Context: an optimization exercise on an open-source flow, tuned for small area, a short achievable clock period and few clock cycles per item. The choices shown serve that exercise and are no tape-out recipe.
Only simulation tests tie the RTL to the original design; equivalence was not proved.
No activity file was given, so power comes from the tool's default toggle rates.

Setup of P:
Design Out_of_Order_divider, start of the top module:
module Out_of_Order_divider (clk, rst, start, memory_write_complete, dd_addr, dd_data, qr_we, qr_addr, qr_data);
Size in the first run: roughly 340 cells after synthesis, about 47 I/O pins.
==> flow/config.mk <==
export PLATFORM = sky130hd
export DESIGN_NAME = Out_of_Order_divider
export DESIGN_NICKNAME = Out_of_Order_divider
export VERILOG_FILES = /design/flow/design.v
export SDC_FILE = /design/flow/constraint.sdc
export NUM_CORES = 4
export LEC_CHECK = 0
export CAP_MARGIN = 20
export CORE_MARGIN = 2
export CORE_UTILIZATION = 40
export PLACE_DENSITY = 0.6
export SLEW_MARGIN = 20
==> flow/constraint.sdc <==
create_clock -name core_clock -period 6.0 [get_ports {clk}]
set_input_delay 1.2000 -clock core_clock [delete_from_list [all_inputs] [get_ports {clk}]]
set_output_delay 1.2000 -clock core_clock [all_outputs]
set_load 0.01 [all_outputs]
standard.sh (not shown) runs the stock make flow with config.mk's settings and CLKGATE_MAP_FILE= SYNTH_SCRIPT=/design/flow/synth_recipe.tcl, a recipe that flattens the netlist after the stock synthesis.
==> flow/flow/run.sh <==
#!/bin/bash
# The standard layout, with every input and output port buffered by a
# sky130_fd_sc_hd__buf_1 instead of the resizer's default choice.
set -euo pipefail
bash standard.sh BUFFER_PORTS_ARGS="-buffer_cell sky130_fd_sc_hd__buf_1" finish > standard.log 2>&1
P ended with every stage complete and zero timing, DRC or antenna violations.
Testbench counts of P, summed over its fixed seeds: cycles 6,528, jobs 192.
For Q, these inputs were changed with respect to P:
# P
export LEC_CHECK = 0
export CAP_MARGIN = 20
export CORE_MARGIN = 2
export CORE_UTILIZATION = 40
export PLACE_DENSITY = 0.6
export SLEW_MARGIN = 20
create_clock -name core_clock -period 6.0 [get_ports {clk}]
# Q
export LEC_CHECK = 0
export CAP_MARGIN = 20
export CORE_MARGIN = 2
export CORE_UTILIZATION = 40
export PLACE_DENSITY = 0.6
export SETUP_SLACK_MARGIN = 1.5
export SLEW_MARGIN = 20
create_clock -name core_clock -period 6.0 [get_ports {clk}]
Findings:
Of Q and P, it is Q that has the higher final net count. The initial antenna violation count of Q and that of P are within noise of each other. Q against P: setup slack went up; detailed router's first-iteration violation count went down; met2 wire length went up; cell area after layout went up. Going from P to Q, the multi-input combinational area share was found to have gone up by 0.38 points. Compared to P, Q has minimum setup slack after placement 0.20 ns higher. In the reports for Q and P, the larger sequential share of layout area belongs to P.
The following lists how R was set up differently from Q:
# Q
export LEC_CHECK = 0
export CAP_MARGIN = 20
export CORE_MARGIN = 2
export CORE_UTILIZATION = 40
export PLACE_DENSITY = 0.6
export SETUP_SLACK_MARGIN = 1.5
export SLEW_MARGIN = 20
create_clock -name core_clock -period 6.0 [get_ports {clk}]
# R
export LEC_CHECK = 0
export CAP_MARGIN = 20
export CORE_MARGIN = 2
export CORE_UTILIZATION = 60
export PLACE_DENSITY = 0.8
export SLEW_MARGIN = 20
create_clock -name core_clock -period 6.0 [get_ports {clk}]
==> run notes <==
Instance count after placement with tap cells included: R < Q
Compared with Q, via count of the first global-routing pass in R decreased by a few percent.
In R, wire length the detailed router placed on met1 is lower than in Q.
As far as initial antenna violation count goes, R and Q are indistinguishable; the numbers are identical.
Wire length: R and Q compared, higher one is Q
Going from Q to R, combinational share of power has decreased; post-detailed-placement half-perimeter wirelength has decreased; share of post-route cells with drive strength above 1 lost 24 points.
Delta (R minus Q): logic depth of the worst path, buffers included essentially unchanged; longest individual stage delay on the worst path increased 0.04 ns.
Q vs R, launch point of the worst path: divider.a6[1] vs divider.d6[4]
Input changes introduced in S (baseline for comparison: R):
# R
export LEC_CHECK = 0
export CAP_MARGIN = 20
export CORE_MARGIN = 2
export CORE_UTILIZATION = 60
export PLACE_DENSITY = 0.8
export SLEW_MARGIN = 20
create_clock -name core_clock -period 6.0 [get_ports {clk}]
# S
export LEC_CHECK = 0
export CAP_MARGIN = 20
export CORE_MARGIN = 2
export CORE_UTILIZATION = 40
export PLACE_DENSITY = 0.6
export SETUP_SLACK_MARGIN = 0.5
export SLEW_MARGIN = 20
create_clock -name core_clock -period 6.0 [get_ports {clk}]
### Flow results
| hold slack | S vs R | ≈ equal |. Comparing R and S, clock group share of total power is lower on R. Fraction of area in non-clock buffers across R and S: no real change. For minimum clock period after layout, S and R come out practically identical. Lower first-pass GRT wire length was reported by R, not S.
Setup changes, S to T
# S
export LEC_CHECK = 0
export CAP_MARGIN = 20
export CORE_MARGIN = 2
export CORE_UTILIZATION = 40
export PLACE_DENSITY = 0.6
export SETUP_SLACK_MARGIN = 0.5
export SLEW_MARGIN = 20
create_clock -name core_clock -period 6.0 [get_ports {clk}]
# T
export LEC_CHECK = 0
export CAP_MARGIN = 20
export CORE_MARGIN = 2
export CORE_UTILIZATION = 40
export PLACE_DENSITY = 0.6
export SETUP_SLACK_MARGIN = 2.0
export SLEW_MARGIN = 20
create_clock -name core_clock -period 6.0 [get_ports {clk}]
Notes after the runs:
- Compared to S, T has fmax about 12% higher.
- Wire length of the first global-routing pass was lower in S than in T.
- Sequential-to-total area share from yosys stat: S vs T identical
- Against S as the reference, T delivers a lower part of the cycle the worst path needs.
- Delay contributed by the slowest stage of the critical path in T vs S: down 0.05 ns
- Total of flip-flops plus latches after synthesis came out exactly the same in T and S.
- T against S: design area increased by 35% relative to the old numbers; final wirelength grew by 1300 µm; power moved up.
- Relative to S, the post-CTS resize count of T is higher by 67.

Another version of the RTL of Out_of_Order_divider (not shown whole).
Size: about 410 cells after synthesis, ~85 flip-flops, roughly 47 I/O pins, about 3300 µm² of cells after synthesis.
## Out_of_Order_divider
module Out_of_Order_divider (clk, rst, start, memory_write_complete, dd_addr, dd_data, qr_we, qr_addr, qr_data);
==> flow/config.mk <==
export PLATFORM = sky130hd
export DESIGN_NAME = Out_of_Order_divider
export DESIGN_NICKNAME = Out_of_Order_divider
export VERILOG_FILES = /design/flow/design.v
export SDC_FILE = /design/flow/constraint.sdc
export NUM_CORES = 4
export LEC_CHECK = 0
export ABC_AREA = 1
export CAP_MARGIN = 20
export CORE_MARGIN = 2
export CORE_UTILIZATION = 40
export PLACE_DENSITY = 0.6
export SETUP_SLACK_MARGIN = 3.0
export SLEW_MARGIN = 20
export TNS_END_PERCENT = 100
==> flow/constraint.sdc <==
create_clock -name core_clock -period 6.0 [get_ports {clk}]
set_input_delay 1.2000 -clock core_clock [delete_from_list [all_inputs] [get_ports {clk}]]
set_output_delay 1.2000 -clock core_clock [all_outputs]
set_load 0.01 [all_outputs]
==> flow/flow/run.sh <==
#!/bin/bash
set -euo pipefail
bash standard.sh BUFFER_PORTS_ARGS="-buffer_cell sky130_fd_sc_hd__buf_1" ADDER_MAP_FILE= CTS_ARGS="-sink_clustering_enable -repair_clock_nets -dont_use_dummy_load" finish > standard.log 2>&1
The baseline finished clean.
Testbench counts at the start, summed over its fixed seeds: cycles 6,912, jobs 192.
Edit:
PLACE_DENSITY = 0.7   (was 0.6)
TNS_END_PERCENT = not set   (was 100)
After rerunning: Clock skew falls by 0.0045 ns. Utilization hardly moves. Register-to-register slack improved by 0.04 ns. Power increases by 0.48%. Combinational power is about the same. Wire length went up by 3.2%. Via count grows by 3.9%.
Edit:
PLACE_DENSITY = 0.5   (was 0.7)
Result: Register-to-register slack loses 0.03 ns; sequential share of layout area fell by 0.37 points; setup slack gains 0.047 ns; sequential cell count does not change; synthesized area is unchanged; final cell count barely changes; first-iteration DRC count fell by about a fifth; total power rose slightly; clock power rose by a few percent; cell area rose slightly.
Edit:
CORE_UTILIZATION = 30   (was 40)
PLACE_DENSITY = 0.6   (was 0.5)
Routed wire length barely changes.
Synthesized area stays the same.
Setup slack loses 0.0066 ns.
Clock skew stays flat.
Sequential power stays flat.
Sequential share of layout area decreases by 0.13 points.

== maple ==
Starting RTL as in the previous note.
==> flow/config.mk <==
export PLATFORM = sky130hd
export DESIGN_NAME = Out_of_Order_divider
export DESIGN_NICKNAME = Out_of_Order_divider
export VERILOG_FILES = /design/flow/design.v
export SDC_FILE = /design/flow/constraint.sdc
export NUM_CORES = 4
export LEC_CHECK = 0
export ABC_AREA = 1
export CAP_MARGIN = 20
export CORE_MARGIN = 2
export CORE_UTILIZATION = 40
export PLACE_DENSITY = 0.6
export SETUP_SLACK_MARGIN = 3.2
export SLEW_MARGIN = 20
==> flow/constraint.sdc <==
create_clock -name core_clock -period 6.0 [get_ports {clk}]
set_input_delay 1.2000 -clock core_clock [delete_from_list [all_inputs] [get_ports {clk}]]
set_output_delay 1.2000 -clock core_clock [all_outputs]
set_load 0.01 [all_outputs]
Scripts as last shown in full above: flow/flow/run.sh
Testbench counts of maple, summed over its fixed seeds: cycles 6,912, jobs 192.
For garnet, these inputs were changed with respect to maple:
- a change of SETUP_SLACK_MARGIN from 3.2 to 2.8
Results
- Reported for maple and garnet, netlist area before placement turned out identical to the last digit.
- Diff maple -> garnet | non-clock buffer count in the final layout | decrease of 7
- Highest ir drop seen on vdd on garnet is behind maple.
- Against maple, garnet reports a final standard cell utilization of the core that is lower.
- Number of violations reported at the end of detailed-routing iteration 0 deteriorates in garnet relative to maple.
- Data arrival at the endpoint of the critical path is higher on garnet
- maple → garnet: met3 wire length rose by 6 um, overall routed net length moved down.
### garnet -> fjord
- SETUP_SLACK_MARGIN now 3.0, was 2.8
Findings:
Per the final summary, fjord finished and its layout is clean on timing, DRC and antenna. When fjord is set beside garnet, its starting DRC count in detailed routing turns out to be about 4% smaller. Going from garnet to fjord, the worst slew margin relative to its limit was found to have gone up by 1.3 points. From garnet to fjord the numbers moved as follows: wire length shows no meaningful change; worst setup slack shows an increase of 160 ps; growth of design area from synthesis to finish shows an increase of 0.52 points; internal power shows no meaningful change; overall power consumption shows no meaningful change. The fraction of area in registers of fjord and that of garnet are within noise of each other. Looking at final area, fjord sits 0.47% above garnet.
The inputs of juniper differ from those of fjord as listed below.
==> flow/flow/run.sh <==
#!/bin/bash
set -euo pipefail
bash standard.sh BUFFER_PORTS_ARGS="-buffer_cell sky130_fd_sc_hd__buf_1" ADDER_MAP_FILE= CTS_ARGS="-sink_clustering_enable -repair_clock_nets -dont_use_dummy_load -sink_clustering_size 40 -sink_clustering_max_diameter 300" finish > standard.log 2>&1
--- outcome ---
- Diff fjord..juniper | fraction of final layout cells with drive strength greater than 1 | unchanged
- Status: clock-cell share of area parity (fjord, juniper)
- juniper finished end to end and its layout was clean on timing, DRC and antenna.
- Any difference in area growth from synthesis to layout between juniper and fjord is small enough to ignore.
- Re post-placement cell area: no difference whatsoever between juniper and fjord.
- Re multi-input combinational cell count: no difference whatsoever between fjord and juniper.
- Any difference in delay of the slowest cell on the worst path between fjord and juniper is small enough to ignore.
- [compare] base=fjord new=juniper: final area about even, arrival time of data at the critical path endpoint flat, clock transition at the registers of the reported paths essentially unchanged.

== the reference run ==
The RTL this note starts from:
==> flow/design.v <==
module single_divider (Clk, a_in, d_in, q_out, r_out);
input Clk;
input [7:0] a_in, d_in;
output [7:0] q_out, r_out;
wire [0:0] x0 = a_in[7:7];
wire [1:0] b_0;
wire [0:0] df_0;
assign b_0[0] = 1'b0;
assign df_0[0] = x0[0] ^ d_in[0] ^ b_0[0];
assign b_0[1] = (~x0[0] & d_in[0]) | (~(x0[0] ^ d_in[0]) & b_0[0]);
wire ge_0 = (d_in[7:1] == 0) && !b_0[1];
wire [0:0] r1 = ge_0 ? df_0 : x0;
wire [0:0] qq1 = {ge_0};
wire [6:0] aa1 = a_in[6:0];
wire [1:0] x1 = {r1, aa1[6:6]};
wire [2:0] b_1;
wire [1:0] df_1;
assign b_1[0] = 1'b0;
assign df_1[0] = x1[0] ^ d_in[0] ^ b_1[0];
assign b_1[1] = (~x1[0] & d_in[0]) | (~(x1[0] ^ d_in[0]) & b_1[0]);
assign df_1[1] = x1[1] ^ d_in[1] ^ b_1[1];
assign b_1[2] = (~x1[1] & d_in[1]) | (~(x1[1] ^ d_in[1]) & b_1[1]);
wire ge_1 = (d_in[7:2] == 0) && !b_1[2];
wire [1:0] r2 = ge_1 ? df_1 : x1;
wire [1:0] qq2 = {qq1, ge_1};
wire [5:0] aa2 = aa1[5:0];
wire [2:0] x2 = {r2, aa2[5:5]};
wire [3:0] b_2;
wire [2:0] df_2;
assign b_2[0] = 1'b0;
assign df_2[0] = x2[0] ^ d_in[0] ^ b_2[0];
assign b_2[1] = (~x2[0] & d_in[0]) | (~(x2[0] ^ d_in[0]) & b_2[0]);
assign df_2[1] = x2[1] ^ d_in[1] ^ b_2[1];
assign b_2[2] = (~x2[1] & d_in[1]) | (~(x2[1] ^ d_in[1]) & b_2[1]);
assign df_2[2] = x2[2] ^ d_in[2] ^ b_2[2];
assign b_2[3] = (~x2[2] & d_in[2]) | (~(x2[2] ^ d_in[2]) & b_2[2]);
wire ge_2 = (d_in[7:3] == 0) && !b_2[3];
wire [2:0] r3 = ge_2 ? df_2 : x2;
wire [2:0] qq3 = {qq2, ge_2};
wire [4:0] aa3 = aa2[4:0];
reg [2:0] r_p1;
always @(posedge Clk) r_p1 <= r3;
reg [4:0] a_p1;
always @(posedge Clk) a_p1 <= aa3;
reg [2:0] q_p1;
always @(posedge Clk) q_p1 <= qq3;
reg [7:0] d_p1;
always @(posedge Clk) d_p1 <= d_in;
wire [3:0] x3 = {r_p1, a_p1[4:4]};
wire [4:0] b_3;
wire [3:0] df_3;
assign b_3[0] = 1'b0;
assign df_3[0] = x3[0] ^ d_p1[0] ^ b_3[0];
assign b_3[1] = (~x3[0] & d_p1[0]) | (~(x3[0] ^ d_p1[0]) & b_3[0]);
assign df_3[1] = x3[1] ^ d_p1[1] ^ b_3[1];
assign b_3[2] = (~x3[1] & d_p1[1]) | (~(x3[1] ^ d_p1[1]) & b_3[1]);
assign df_3[2] = x3[2] ^ d_p1[2] ^ b_3[2];
assign b_3[3] = (~x3[2] & d_p1[2]) | (~(x3[2] ^ d_p1[2]) & b_3[2]);
assign df_3[3] = x3[3] ^ d_p1[3] ^ b_3[3];
assign b_3[4] = (~x3[3] & d_p1[3]) | (~(x3[3] ^ d_p1[3]) & b_3[3]);
wire ge_3 = (d_p1[7:4] == 0) && !b_3[4];
wire [3:0] r4 = ge_3 ? df_3 : x3;
wire [3:0] qq4 = {q_p1, ge_3};
wire [3:0] aa4 = a_p1[3:0];
wire [4:0] x4 = {r4, aa4[3:3]};
wire [5:0] b_4;
wire [4:0] df_4;
assign b_4[0] = 1'b0;
assign df_4[0] = x4[0] ^ d_p1[0] ^ b_4[0];
assign b_4[1] = (~x4[0] & d_p1[0]) | (~(x4[0] ^ d_p1[0]) & b_4[0]);
assign df_4[1] = x4[1] ^ d_p1[1] ^ b_4[1];
assign b_4[2] = (~x4[1] & d_p1[1]) | (~(x4[1] ^ d_p1[1]) & b_4[1]);
assign df_4[2] = x4[2] ^ d_p1[2] ^ b_4[2];
assign b_4[3] = (~x4[2] & d_p1[2]) | (~(x4[2] ^ d_p1[2]) & b_4[2]);
assign df_4[3] = x4[3] ^ d_p1[3] ^ b_4[3];
assign b_4[4] = (~x4[3] & d_p1[3]) | (~(x4[3] ^ d_p1[3]) & b_4[3]);
assign df_4[4] = x4[4] ^ d_p1[4] ^ b_4[4];
assign b_4[5] = (~x4[4] & d_p1[4]) | (~(x4[4] ^ d_p1[4]) & b_4[4]);
wire ge_4 = (d_p1[7:5] == 0) && !b_4[5];
wire [4:0] r5 = ge_4 ? df_4 : x4;
wire [4:0] qq5 = {qq4, ge_4};
wire [2:0] aa5 = aa4[2:0];
reg [4:0] r_p2;
always @(posedge Clk) r_p2 <= r5;
reg [2:0] a_p2;
always @(posedge Clk) a_p2 <= aa5;
reg [4:0] q_p2;
always @(posedge Clk) q_p2 <= qq5;
reg [7:0] d_p2;
always @(posedge Clk) d_p2 <= d_p1;
wire [5:0] x5 = {r_p2, a_p2[2:2]};
wire [6:0] b_5;
wire [5:0] df_5;
assign b_5[0] = 1'b0;
assign df_5[0] = x5[0] ^ d_p2[0] ^ b_5[0];
assign b_5[1] = (~x5[0] & d_p2[0]) | (~(x5[0] ^ d_p2[0]) & b_5[0]);
assign df_5[1] = x5[1] ^ d_p2[1] ^ b_5[1];
assign b_5[2] = (~x5[1] & d_p2[1]) | (~(x5[1] ^ d_p2[1]) & b_5[1]);
assign df_5[2] = x5[2] ^ d_p2[2] ^ b_5[2];
assign b_5[3] = (~x5[2] & d_p2[2]) | (~(x5[2] ^ d_p2[2]) & b_5[2]);
assign df_5[3] = x5[3] ^ d_p2[3] ^ b_5[3];
assign b_5[4] = (~x5[3] & d_p2[3]) | (~(x5[3] ^ d_p2[3]) & b_5[3]);
assign df_5[4] = x5[4] ^ d_p2[4] ^ b_5[4];
assign b_5[5] = (~x5[4] & d_p2[4]) | (~(x5[4] ^ d_p2[4]) & b_5[4]);
assign df_5[5] = x5[5] ^ d_p2[5] ^ b_5[5];
assign b_5[6] = (~x5[5] & d_p2[5]) | (~(x5[5] ^ d_p2[5]) & b_5[5]);
wire ge_5 = (d_p2[7:6] == 0) && !b_5[6];
wire [5:0] r6 = ge_5 ? df_5 : x5;
wire [5:0] qq6 = {q_p2, ge_5};
wire [1:0] aa6 = a_p2[1:0];
wire [6:0] x6 = {r6, aa6[1:1]};
wire [7:0] b_6;
wire [6:0] df_6;
assign b_6[0] = 1'b0;
assign df_6[0] = x6[0] ^ d_p2[0] ^ b_6[0];
assign b_6[1] = (~x6[0] & d_p2[0]) | (~(x6[0] ^ d_p2[0]) & b_6[0]);
assign df_6[1] = x6[1] ^ d_p2[1] ^ b_6[1];
assign b_6[2] = (~x6[1] & d_p2[1]) | (~(x6[1] ^ d_p2[1]) & b_6[1]);
assign df_6[2] = x6[2] ^ d_p2[2] ^ b_6[2];
assign b_6[3] = (~x6[2] & d_p2[2]) | (~(x6[2] ^ d_p2[2]) & b_6[2]);
assign df_6[3] = x6[3] ^ d_p2[3] ^ b_6[3];
assign b_6[4] = (~x6[3] & d_p2[3]) | (~(x6[3] ^ d_p2[3]) & b_6[3]);
assign df_6[4] = x6[4] ^ d_p2[4] ^ b_6[4];
assign b_6[5] = (~x6[4] & d_p2[4]) | (~(x6[4] ^ d_p2[4]) & b_6[4]);
assign df_6[5] = x6[5] ^ d_p2[5] ^ b_6[5];
assign b_6[6] = (~x6[5] & d_p2[5]) | (~(x6[5] ^ d_p2[5]) & b_6[5]);
assign df_6[6] = x6[6] ^ d_p2[6] ^ b_6[6];
assign b_6[7] = (~x6[6] & d_p2[6]) | (~(x6[6] ^ d_p2[6]) & b_6[6]);
wire ge_6 = (d_p2[7:7] == 0) && !b_6[7];
wire [6:0] r7 = ge_6 ? df_6 : x6;
wire [6:0] qq7 = {qq6, ge_6};
wire [0:0] aa7 = aa6[0:0];
reg [6:0] r_p3;
always @(posedge Clk) r_p3 <= r7;
reg [0:0] a_p3;
always @(posedge Clk) a_p3 <= aa7;
reg [6:0] q_p3;
always @(posedge Clk) q_p3 <= qq7;
reg [7:0] d_p3;
always @(posedge Clk) d_p3 <= d_p2;
wire [7:0] x7 = {r_p3, a_p3[0:0]};
wire [8:0] t_7_1 = {1'b0, x7} - {1'b0, d_p3[7:0]};
wire ge_7_1 = 1'b1 && !t_7_1[8];
wire [7:0] df_7_1 = t_7_1[7:0];
wire [7:0] r8 = ge_7_1 ? df_7_1 : x7;
wire [7:0] qq8 = {q_p3, ge_7_1};
reg [7:0] r_p4;
always @(posedge Clk) r_p4 <= r8;
reg [7:0] q_p4;
always @(posedge Clk) q_p4 <= qq8;
assign q_out = q_p4;
assign r_out = r_p4;
endmodule
`timescale 1 ns / 100 ps
module Out_of_Order_divider (clk, rst, start, memory_write_complete, dd_addr, dd_data, qr_we, qr_addr, qr_data);
input clk, rst, start;
output memory_write_complete;
output [4:0] dd_addr;
input [15:0] dd_data;
output qr_we;
output [4:0] qr_addr;
output [15:0] qr_data;
reg [5:0] cnt;
wire last = cnt[5] && (cnt[1:0] == 2'd3);
always @(posedge clk, posedge rst)
begin
  if (rst)
    cnt <= 6'd0;
  else if (last)
    cnt <= 6'd0;
  else if (start || cnt != 6'd0)
    cnt <= cnt + 6'd1;
end
wire [5:0] wcnt = cnt - 6'd4;
assign dd_addr = cnt[4:0];
assign qr_we = (cnt >= 6'd4);
assign qr_addr = wcnt[4:0];
assign memory_write_complete = last;
single_divider divider (.Clk(clk), .a_in(dd_data[15:8]), .d_in(dd_data[7:0]), .q_out(qr_data[15:8]), .r_out(qr_data[7:0]));
endmodule
clock: 6.0 ns
lec_check: 0
abc_area: 1
cap_margin: 20
core_margin: 2
core_utilization: 40
place_density: 0.6
setup_slack_margin: 3.0
slew_margin: 20
==> flow/flow/run.sh <==
#!/bin/bash
set -euo pipefail
bash standard.sh BUFFER_PORTS_ARGS="-buffer_cell sky130_fd_sc_hd__buf_1" ADDER_MAP_FILE= CTS_ARGS="-sink_clustering_enable -repair_clock_nets -dont_use_dummy_load -sink_clustering_size 40 -sink_clustering_max_diameter 300 -buf_list sky130_fd_sc_hd__clkbuf_16" finish > standard.log 2>&1
The reference run has completed all stages; timing, DRC and antenna checks passed.
Testbench counts of the reference run, summed over its fixed seeds: cycles 6,912, jobs 192.
The following lists how the trial run was set up differently from the reference run:
==> flow/flow/run.sh <==
#!/bin/bash
# Layout flow: the standard layout (standard.sh: ORFS from synthesis to
# finish) with three changes to how the layout is made:
#  - synthesis leaves the adders to ABC (ADDER_MAP_FILE empty, so no full- or
#    half-adder cells are extracted) and ABC restructures the divider's borrow
#    chains for delay; the registers come out exactly as in the standard run;
#  - every input and output port is buffered by a sky130_fd_sc_hd__buf_1;
#  - clock tree synthesis inserts no dummy loads (-dont_use_dummy_load).
# The tools' full output goes to standard.log; ORFS keeps its per-step logs
# under orfs/logs.
set -euo pipefail
bash standard.sh BUFFER_PORTS_ARGS="-buffer_cell sky130_fd_sc_hd__buf_1" ADDER_MAP_FILE= \
  CTS_ARGS="-sink_clustering_enable -repair_clock_nets -dont_use_dummy_load" finish > standard.log 2>&1
[summary]
- The trial run went all the way through synthesis, placement and routing and the layout is clean on timing, DRC and antenna.
- The reference run | status: complete | timing, DRC, antenna: pass
- Against the reference run, the trial run comes in 0.029 ns higher on worst setup slack.
- The trial run and the reference run ended up with roughly the same routed length per placed instance.
- The footprint of the flip-flops and latches of the trial run and that of the reference run are within noise of each other.
- The trial run and the reference run ended up with roughly the same routed wire length.

[afterwards: timing with drivers on the ports]
Ports are ideal in the flow. The routed layouts listed here were re-timed in OpenROAD. Step 1: set_driving_cell puts a clkbuf_16 on clk and a buf_2 on each other input, an assumption about the parent block. Step 2 times the ports against the registers' clock, not the clock port: input delays grow and output delays shrink by t, the midpoint of the rising clock arrivals with the driver on. a / b / c = no drivers / after step 1 / after step 2; a / b = the first two.
run | t (ns) | slack for setup (ns) | worst hold slack (ns) | slew at the worst register clock pin (ns)
P | 0.326 | 0.806 / 0.776 / 0.858 | 0.330 / 0.330 / 0.330 | 0.09 / 0.09
Q | 0.326 | 1.332 / 1.302 / 1.350 | 0.328 / 0.328 / 0.328 | 0.09 / 0.09
R | 0.321 | 0.804 / 0.781 / 0.904 | 0.332 / 0.332 / 0.332 | 0.09 / 0.09
S | 0.326 | 0.806 / 0.776 / 0.858 | 0.330 / 0.330 / 0.330 | 0.09 / 0.09
T | 0.328 | 1.369 / 1.339 / 1.613 | 0.330 / 0.330 / 0.330 | 0.08 / 0.08
the first run of note 2 | 0.365 | 3.263 / 3.275 / 2.910 | 0.314 / 0.314 / 0.314 | 0.09 / 0.09
the second run of note 2 | 0.357 | 3.239 / 3.247 / 2.890 | 0.313 / 0.313 / 0.313 | 0.08 / 0.08
the third run of note 2 | 0.367 | 3.286 / 3.297 / 2.930 | 0.313 / 0.313 / 0.313 | 0.10 / 0.10
the fourth run of note 2 | 0.368 | 3.280 / 3.288 / 2.920 | 0.326 / 0.326 / 0.326 | 0.09 / 0.09
maple | 0.362 | 3.379 / 3.387 / 3.024 | 0.323 / 0.323 / 0.323 | 0.08 / 0.08
garnet | 0.364 | 3.103 / 3.115 / 2.751 | 0.315 / 0.315 / 0.315 | 0.09 / 0.09
fjord | 0.365 | 3.263 / 3.275 / 2.910 | 0.314 / 0.314 / 0.314 | 0.09 / 0.09
juniper | 0.365 | 3.263 / 3.275 / 2.910 | 0.314 / 0.314 / 0.314 | 0.09 / 0.09
the reference run | 0.355 | 3.234 / 3.249 / 2.894 | 0.317 / 0.317 / 0.317 | 0.07 / 0.07
the trial run | 0.365 | 3.263 / 3.275 / 2.910 | 0.314 / 0.314 / 0.314 | 0.09 / 0.09
After both steps every run listed still meets setup and hold. For the fourth run of note 2, which loses most, drivers alone change the setup slack by +0.008 ns; drivers and shift together by -0.360 ns.
